This design comes from an exercise in tuning for small area and a short achievable clock period on the open sky130 flow, not from production work. RTL that was checked went through simulation tests only; none was proved equivalent to the original. Power is estimated from default activity; no workload was simulated.

Design chipInterface, start of the top module:
module chipInterface(
	input logic [17:0] SW,
	input logic [3:1] KEY,
	input logic KEY0,
	input logic CLOCK_50,
	output logic [6:0] HEX0, HEX1, HEX2, HEX3, HEX4, HEX5, HEX6, HEX7,
	output logic [7:0] LEDG,
	output logic [7:0] VGA_R, VGA_G, VGA_B,
	output logic VGA_BLANK_N, VGA_SYNC_N,
	output logic VGA_VS, VGA_HS
);
Size in the first run: ~1,600 cells after synthesis, roughly 250 flip-flops, ~120 I/O pins.
clock: 20.0 ns
lec_check: 0
abc_area: 1
cap_margin: 20
core_margin: 2
core_utilization: 40
cts_buf_list: sky130_fd_sc_hd__clkbuf_4
slew_margin: 20
standard.sh (not shown) runs the stock make flow with config.mk's settings and CLKGATE_MAP_FILE= SYNTH_SCRIPT=/design/flow/synth_recipe.tcl, a recipe that flattens the netlist after the stock synthesis.
==> flow/flow/run.sh <==
#!/bin/bash
set -euo pipefail
bash standard.sh 'BUFFER_PORTS_ARGS=-buffer_cell sky130_fd_sc_hd__buf_1' finish > standard_flow.log 2>&1
Then changed:
==> flow/run.sh (new file) <==
#!/bin/bash
# synth_recipe.tcl (not shown) runs the flow's synth.tcl, then flattens the netlist and writes it again
# the make line also repeats each setting of config.mk as NAME=value (left out here)
make -C /OpenROAD-flow-scripts/flow DESIGN_CONFIG=/design/flow/config.mk WORK_HOME=/design/flow/orfs CLKGATE_MAP_FILE= SYNTH_SCRIPT=/design/flow/synth_recipe.tcl finish
Settings changed: ABC_AREA 1 to default, CTS_BUF_LIST sky130_fd_sc_hd__clkbuf_4 to default.
removed: flow/flow/run.sh
removed: flow/standard.sh
The new run went through all stages and came out clean.
Global-route usage goes down by 0.81 points.
Hold slack is about the same.
Non-clock buffer count goes down by 5.
Via count goes down by 9.7%.
Setup slack degrades by 760 ps.
Then changed:
==> flow/flow/run.sh (new file) <==
#!/bin/bash
set -euo pipefail
bash standard.sh 'BUFFER_PORTS_ARGS=-buffer_cell sky130_fd_sc_hd__buf_1' finish > standard_flow.log 2>&1
==> flow/standard.sh (new file) <==
#!/bin/bash
# synth_recipe.tcl (not shown) runs the flow's synth.tcl, then flattens the netlist and writes it again
# the make line also repeats each setting of config.mk as NAME=value (left out here)
make -C /OpenROAD-flow-scripts/flow DESIGN_CONFIG=/design/flow/config.mk WORK_HOME=/design/flow/orfs CLKGATE_MAP_FILE= SYNTH_SCRIPT=/design/flow/synth_recipe.tcl "${@:-finish}"
Settings changed: ABC_AREA from default to 1, CTS_BUF_LIST from default to sky130_fd_sc_hd__clkbuf_8.
removed: flow/run.sh
Result: The changed run completed with no timing, DRC or antenna violations; core utilization decreases by 2.3 points; synthesized area decreases slightly; final cell count increases by about a fifth; register-to-register slack gets better by 870 ps; cell area decreases by a few percent; routed wire length increases by a few percent; worst setup slack gets better by 760 ps; synthesized cell count increases by about a fifth.

== the previous run ==
Another version of the RTL of chipInterface (not shown whole).
Size in the first run: ~270 flip-flops, roughly 120 I/O pins, about 13,000 um^2 of cells after synthesis.
clock: 20.0 ns
lec_check: 0
abc_area: 1
cap_margin: 20
core_margin: 2
core_utilization: 40
slew_margin: 20
==> flow/flow/run.sh <==
#!/bin/bash
set -euo pipefail
MARGIN=11.8
CTS="-sink_clustering_enable -repair_clock_nets -buf_list sky130_fd_sc_hd__clkbuf_8 -sink_clustering_size 15 -sink_clustering_max_diameter 60 -dont_use_dummy_load"
bash standard.sh 'BUFFER_PORTS_ARGS=-buffer_cell sky130_fd_sc_hd__buf_1' "CTS_ARGS=$CTS" "SETUP_SLACK_MARGIN=$MARGIN" finish > standard_flow.log 2>&1
What the current run does differently from the previous run at the input level:
diff --git a/flow/flow/run.sh b/flow/flow/run.sh
--- a/flow/flow/run.sh
+++ b/flow/flow/run.sh
@@ -3 +3 @@
-MARGIN=11.8
+MARGIN=0
==> run summary <==
Across the current run and the previous run, none had a timing, DRC or antenna violation. A worst setup path endpoint of VGA_G[6] is what the current run shows, while VGA_G[5] belongs to the previous run. Taking the previous run as the reference, in the current run clock network power share climbed 0.4 points, total number of vias now smaller, final standard cell utilization of the core saw a decrease.

chipInterface, a different RTL version from the one above (not shown whole).
For scale: roughly 1400 cells after synthesis, roughly 240 flip-flops.
==> flow/design.v (excerpt) <==
module chipInterface(
	input logic [17:0] SW,
	input logic [3:1] KEY,
	input logic KEY0,
	input logic CLOCK_50,
	output logic [6:0] HEX0, HEX1, HEX2, HEX3, HEX4, HEX5, HEX6, HEX7,
	output logic [7:0] LEDG,
	output logic [7:0] VGA_R, VGA_G, VGA_B,
	output logic VGA_BLANK_N, VGA_SYNC_N,
	output logic VGA_VS, VGA_HS
);
clock: 20.0 ns
lec_check: 0
abc_area: 1
cap_margin: 20
core_margin: 2
core_utilization: 60
slew_margin: 20
==> flow/flow/run.sh <==
#!/bin/bash
set -euo pipefail
MARGIN=0
CTS="-sink_clustering_enable -repair_clock_nets -buf_list sky130_fd_sc_hd__clkbuf_16 -sink_clustering_size 30 -sink_clustering_max_diameter 90 -dont_use_dummy_load"
bash standard.sh 'BUFFER_PORTS_ARGS=-buffer_cell sky130_fd_sc_hd__buf_1' "CTS_ARGS=$CTS" "SETUP_SLACK_MARGIN=$MARGIN" finish > standard_flow.log 2>&1
Change:
==> flow/flow/run.sh (replaced) <==
#!/bin/bash
set -euo pipefail
MARGIN=11.4
CTS="-sink_clustering_enable -repair_clock_nets -buf_list sky130_fd_sc_hd__clkbuf_8 -sink_clustering_size 18 -sink_clustering_max_diameter 60 -dont_use_dummy_load"
bash standard.sh 'BUFFER_PORTS_ARGS=-buffer_cell sky130_fd_sc_hd__buf_1' "CTS_ARGS=$CTS" "SETUP_SLACK_MARGIN=$MARGIN" finish > standard_flow.log 2>&1
The changed run ran to the end with no violations.
Fmax came out higher by 1.6%.
Core utilization came out lower by 0.29 points.
First-iteration DRC count came out lower by 0.48%.
Setup slack improves by 0.13 ns.
Total power is lower by 2.1%.
Change:
--- a/flow/flow/run.sh
+++ b/flow/flow/run.sh
@@ -3 +3 @@
-MARGIN=11.4
+MARGIN=11.5
Result:
- The new run finished with timing, DRC and antenna clean
- total power climbs by about 0.3%
- global-route usage rose by 0.16 points
- critical path depth does not change
- synthesized area is unchanged

Setup of run a:
Another version of the RTL of chipInterface (not shown whole).
For scale: about 1500 cells after synthesis, roughly 270 flip-flops, ~120 I/O pins, about 0.013 mm² of cells after synthesis.
Settings: LEC_CHECK=0, ABC_AREA=1, CAP_MARGIN=20, CORE_MARGIN=2, CORE_UTILIZATION=40, SLEW_MARGIN=20; clock period 20.0 ns.
==> flow/flow/run.sh <==
#!/bin/bash
set -euo pipefail
CTS="-sink_clustering_enable -repair_clock_nets -buf_list sky130_fd_sc_hd__clkbuf_8 -sink_clustering_size 20 -sink_clustering_max_diameter 80 -dont_use_dummy_load"
bash standard.sh 'BUFFER_PORTS_ARGS=-buffer_cell sky130_fd_sc_hd__buf_1' "CTS_ARGS=$CTS" finish > standard_flow.log 2>&1
--- input diff run a..run b ---
==> flow/flow/run.sh <==
#!/bin/bash
set -euo pipefail
CTS="-sink_clustering_enable -repair_clock_nets -buf_list sky130_fd_sc_hd__clkbuf_16 -sink_clustering_size 40 -sink_clustering_max_diameter 80 -dont_use_dummy_load"
bash standard.sh 'BUFFER_PORTS_ARGS=-buffer_cell sky130_fd_sc_hd__buf_1' "CTS_ARGS=$CTS" finish > standard_flow.log 2>&1
--- outcome ---
- Comparing run b and run a, the higher share of power burned in the clock network is on run b.
- Run b vs run a: hold slack down in run b
- On shortest period the worst path allows, run b tracks run a almost exactly.
No functional check of the RTL was part of any run of this note.

Setup of before:
Another version of the RTL of chipInterface (not shown whole).
Size in the first run: roughly 1400 cells after synthesis, about 250 flip-flops, about 120 I/O pins, roughly 12000 sq um of cells after synthesis.
clock: 20.0 ns
lec_check: 0
abc_area: 1
cap_margin: 20
core_margin: 2
core_utilization: 40
slew_margin: 20
==> flow/flow/run.sh <==
#!/bin/bash
set -euo pipefail
MARGIN=0
CTS="-sink_clustering_enable -repair_clock_nets -buf_list sky130_fd_sc_hd__clkbuf_8 -sink_clustering_size 18 -sink_clustering_max_diameter 60 -dont_use_dummy_load"
bash standard.sh 'BUFFER_PORTS_ARGS=-buffer_cell sky130_fd_sc_hd__buf_1' "CTS_ARGS=$CTS" "SETUP_SLACK_MARGIN=$MARGIN" RECOVER_POWER=100 finish > standard_flow.log 2>&1
In before the implementation ran to completion but is not tape-out ready, as the final checks report max-capacitance violations, max-slew violations.
Input changes introduced in after (baseline for comparison: before):
==> flow/flow/run.sh <==
#!/bin/bash
set -euo pipefail
MARGIN=0
CTS="-sink_clustering_enable -repair_clock_nets -buf_list sky130_fd_sc_hd__clkbuf_8 -sink_clustering_size 18 -sink_clustering_max_diameter 60 -dont_use_dummy_load"
bash standard.sh 'BUFFER_PORTS_ARGS=-buffer_cell sky130_fd_sc_hd__buf_1' "CTS_ARGS=$CTS" "SETUP_SLACK_MARGIN=$MARGIN" finish > standard_flow.log 2>&1
Notes after the runs:
after closes out successfully: all stages finished, all timing, DRC and antenna checks passed.
On count of clock-buffer cells in the layout, before and after are neck and neck.
From after to before, critical path depth did not move at all.
On fmax, before tracks after almost exactly.
From before to after the numbers moved as follows: number of fill cells in the layout shrank by 0.44%, antenna diode count about even.
Function was not checked in any run of this note: the RTL went through the layout flow alone.

== run A ==
chipInterface, a different RTL version from the one above (not shown whole).
Size in the first run: ~120 I/O pins.
==> flow/config.mk <==
export PLATFORM = sky130hd
export DESIGN_NAME = chipInterface
export DESIGN_NICKNAME = chipInterface
export VERILOG_FILES = /design/flow/design.v
export SDC_FILE = /design/flow/constraint.sdc
export NUM_CORES = 4
export LEC_CHECK = 0
export ABC_AREA = 1
export CAP_MARGIN = 20
export CORE_MARGIN = 2
export CORE_UTILIZATION = 75
export SLEW_MARGIN = 20
==> flow/constraint.sdc <==
create_clock -name core_clock -period 20.0 [get_ports {CLOCK_50}]
set_input_delay 4.0000 -clock core_clock [delete_from_list [all_inputs] [get_ports {CLOCK_50}]]
set_output_delay 4.0000 -clock core_clock [all_outputs]
set_load 0.01 [all_outputs]
==> flow/flow/run.sh <==
#!/bin/bash
set -euo pipefail
MARGIN=0
CTS="-sink_clustering_enable -repair_clock_nets -buf_list sky130_fd_sc_hd__clkbuf_8 -sink_clustering_size 18 -sink_clustering_max_diameter 60 -dont_use_dummy_load"
bash standard.sh 'BUFFER_PORTS_ARGS=-buffer_cell sky130_fd_sc_hd__buf_1' "CTS_ARGS=$CTS" "SETUP_SLACK_MARGIN=$MARGIN" finish > standard_flow.log 2>&1
Inputs modified between run A and run B:
Settings: a change of CORE_UTILIZATION from 75 to 40.
==> run summary <==
- Having completed the whole flow, run B delivered a layout that passed the timing, DRC and antenna checks.
- Relative to run A, the area of all placed cells without fillers measured on run B has increased by a few percent.
- The lower fraction of area in multi-input gates of run A and run B is in run B.
- Run B vs run A, global-route usage went down by 15 points.
- Compared run B vs run A, and hold slack is down in run B.
- Status: clock slew seen by the registers of the worst setup and hold paths parity (run A, run B)
Changes in run C relative to run B:
Settings: swapping 40 for 60 in CORE_UTILIZATION.
Notes after the runs:
Run C completed every stage of the flow, and the final layout passed the timing, DRC and antenna checks.
Run C against run B: length of routed wiring on met1 moved down; post-layout worst setup margin moved up; area overhead of the layout relative to synthesis saw a decrease; count of nets after finishing barely changed; multi-input combinational area share saw an increase.
Run B and run C ended up with roughly the same post-route worst hold slack.
Compared with run B, run C shows a number of tap instances that is 150 lower.

pepper:
chipInterface with an RTL version that a note above also has.
Size: about 240 flip-flops, ~120 I/O pins.
Settings: LEC_CHECK=0, ABC_AREA=1, CAP_MARGIN=20, CORE_MARGIN=2, CORE_UTILIZATION=70, SLEW_MARGIN=20; clock period 20.0 ns.
==> flow/flow/run.sh <==
#!/bin/bash
set -euo pipefail
MARGIN=11.4
CTS="-sink_clustering_enable -repair_clock_nets -buf_list sky130_fd_sc_hd__clkbuf_8 -sink_clustering_size 18 -sink_clustering_max_diameter 60 -dont_use_dummy_load"
bash standard.sh 'BUFFER_PORTS_ARGS=-buffer_cell sky130_fd_sc_hd__buf_1' "CTS_ARGS=$CTS" "SETUP_SLACK_MARGIN=$MARGIN" finish > standard_flow.log 2>&1
The flow did not stop early for pepper: all stages ran, and the layout cleared the timing, DRC and antenna checks.
Relative to pepper, the following input files were edited for lagoon:
Settings: changing CORE_UTILIZATION from 70 to 60.
diff --git a/flow/flow/run.sh b/flow/flow/run.sh
--- a/flow/flow/run.sh
+++ b/flow/flow/run.sh
@@ -2,3 +2,3 @@
 set -euo pipefail
-MARGIN=11.4
+MARGIN=0
 CTS="-sink_clustering_enable -repair_clock_nets -buf_list sky130_fd_sc_hd__clkbuf_8 -sink_clustering_size 18 -sink_clustering_max_diameter 60 -dont_use_dummy_load"
[summary]
Side by side, count of inserted tapcells turned out higher in lagoon than in pepper.
[compare] base=pepper new=lagoon: share of cells above drive strength 1 decreased 0.56 points, delay of the slowest critical-path stage increased 0.12 ns, worst clock skew essentially unchanged.
pepper tops out at a higher clock frequency than lagoon.
~same global-route met3 utilization in lagoon and pepper
lagoon vs pepper: placeable core region up by more than 10%
Row power per cell area: lagoon higher / pepper lower

## static timing again, ports no longer ideal
How much do the figures lean on ideal ports? The routed layouts below were timed once more, with nothing changed but the port constraints. Step 1, drivers: a clkbuf_16 drives CLOCK_50 and a buf_2 each remaining input, both assumed. Step 2 moves the port delays by t, midway between the first and last clock arrival at a register: inputs arrive t later, outputs are due t later. That takes back most of the time a late clock gives input paths. Slacks: ideal ports / drivers / drivers and shift; pairs: ideal ports / drivers.
| run | t, ns | setup WS [ns] | worst setup path after step 2 | worst slew at a driven data input, ns |
|---|---|---|---|---|
| the first run of note 1 | 0.708 | 11.347 / 11.326 / 11.326 | input to output | 0.07 |
| the second run of note 1 | 0.597 | 10.590 / 10.558 / 10.558 | input to output | 0.04 |
| the third run of note 1 | 0.613 | 11.347 / 11.326 / 11.326 | input to output | 0.07 |
| the previous run | 0.583 | 11.511 / 11.462 / 11.462 | input to output | 0.09 |
| the current run | 0.586 | 11.383 / 11.360 / 11.360 | input to output | 0.03 |
| the first run of note 3 | 0.504 | 11.300 / 11.280 / 11.280 | input to output | 0.05 |
| the second run of note 3 | 0.551 | 11.433 / 11.411 / 11.411 | input to output | 0.05 |
| the third run of note 3 | 0.560 | 11.468 / 11.437 / 11.437 | input to output | 0.05 |
| run a of note 4 | 0.570 | 11.408 / 11.383 / 11.383 | input to output | 0.07 |
| run b of note 4 | 0.538 | 11.408 / 11.383 / 11.383 | input to output | 0.07 |
| before | 0.567 | 11.351 / 11.327 / 11.060 | input, reset recovery | 0.03 |
| after | 0.566 | 11.350 / 11.327 / 11.327 | input to output | 0.03 |
| run A of note 6 | 0.545 | 11.285 / 11.265 / 11.265 | input to output | 0.06 |
| run B of note 6 | 0.570 | 11.332 / 11.311 / 11.311 | input to output | 0.04 |
| run C of note 6 | 0.565 | 11.347 / 11.314 / 11.314 | input to output | 0.07 |
| pepper | 0.530 | 11.425 / 11.401 / 11.401 | input to output | 0.05 |
| lagoon | 0.557 | 11.286 / 11.266 / 11.266 | input to output | 0.05 |
For before, which loses most, drivers alone change the setup slack by -0.024 ns; drivers and shift together by -0.291 ns. The worst setup slack also covers recovery checks on asynchronous resets.
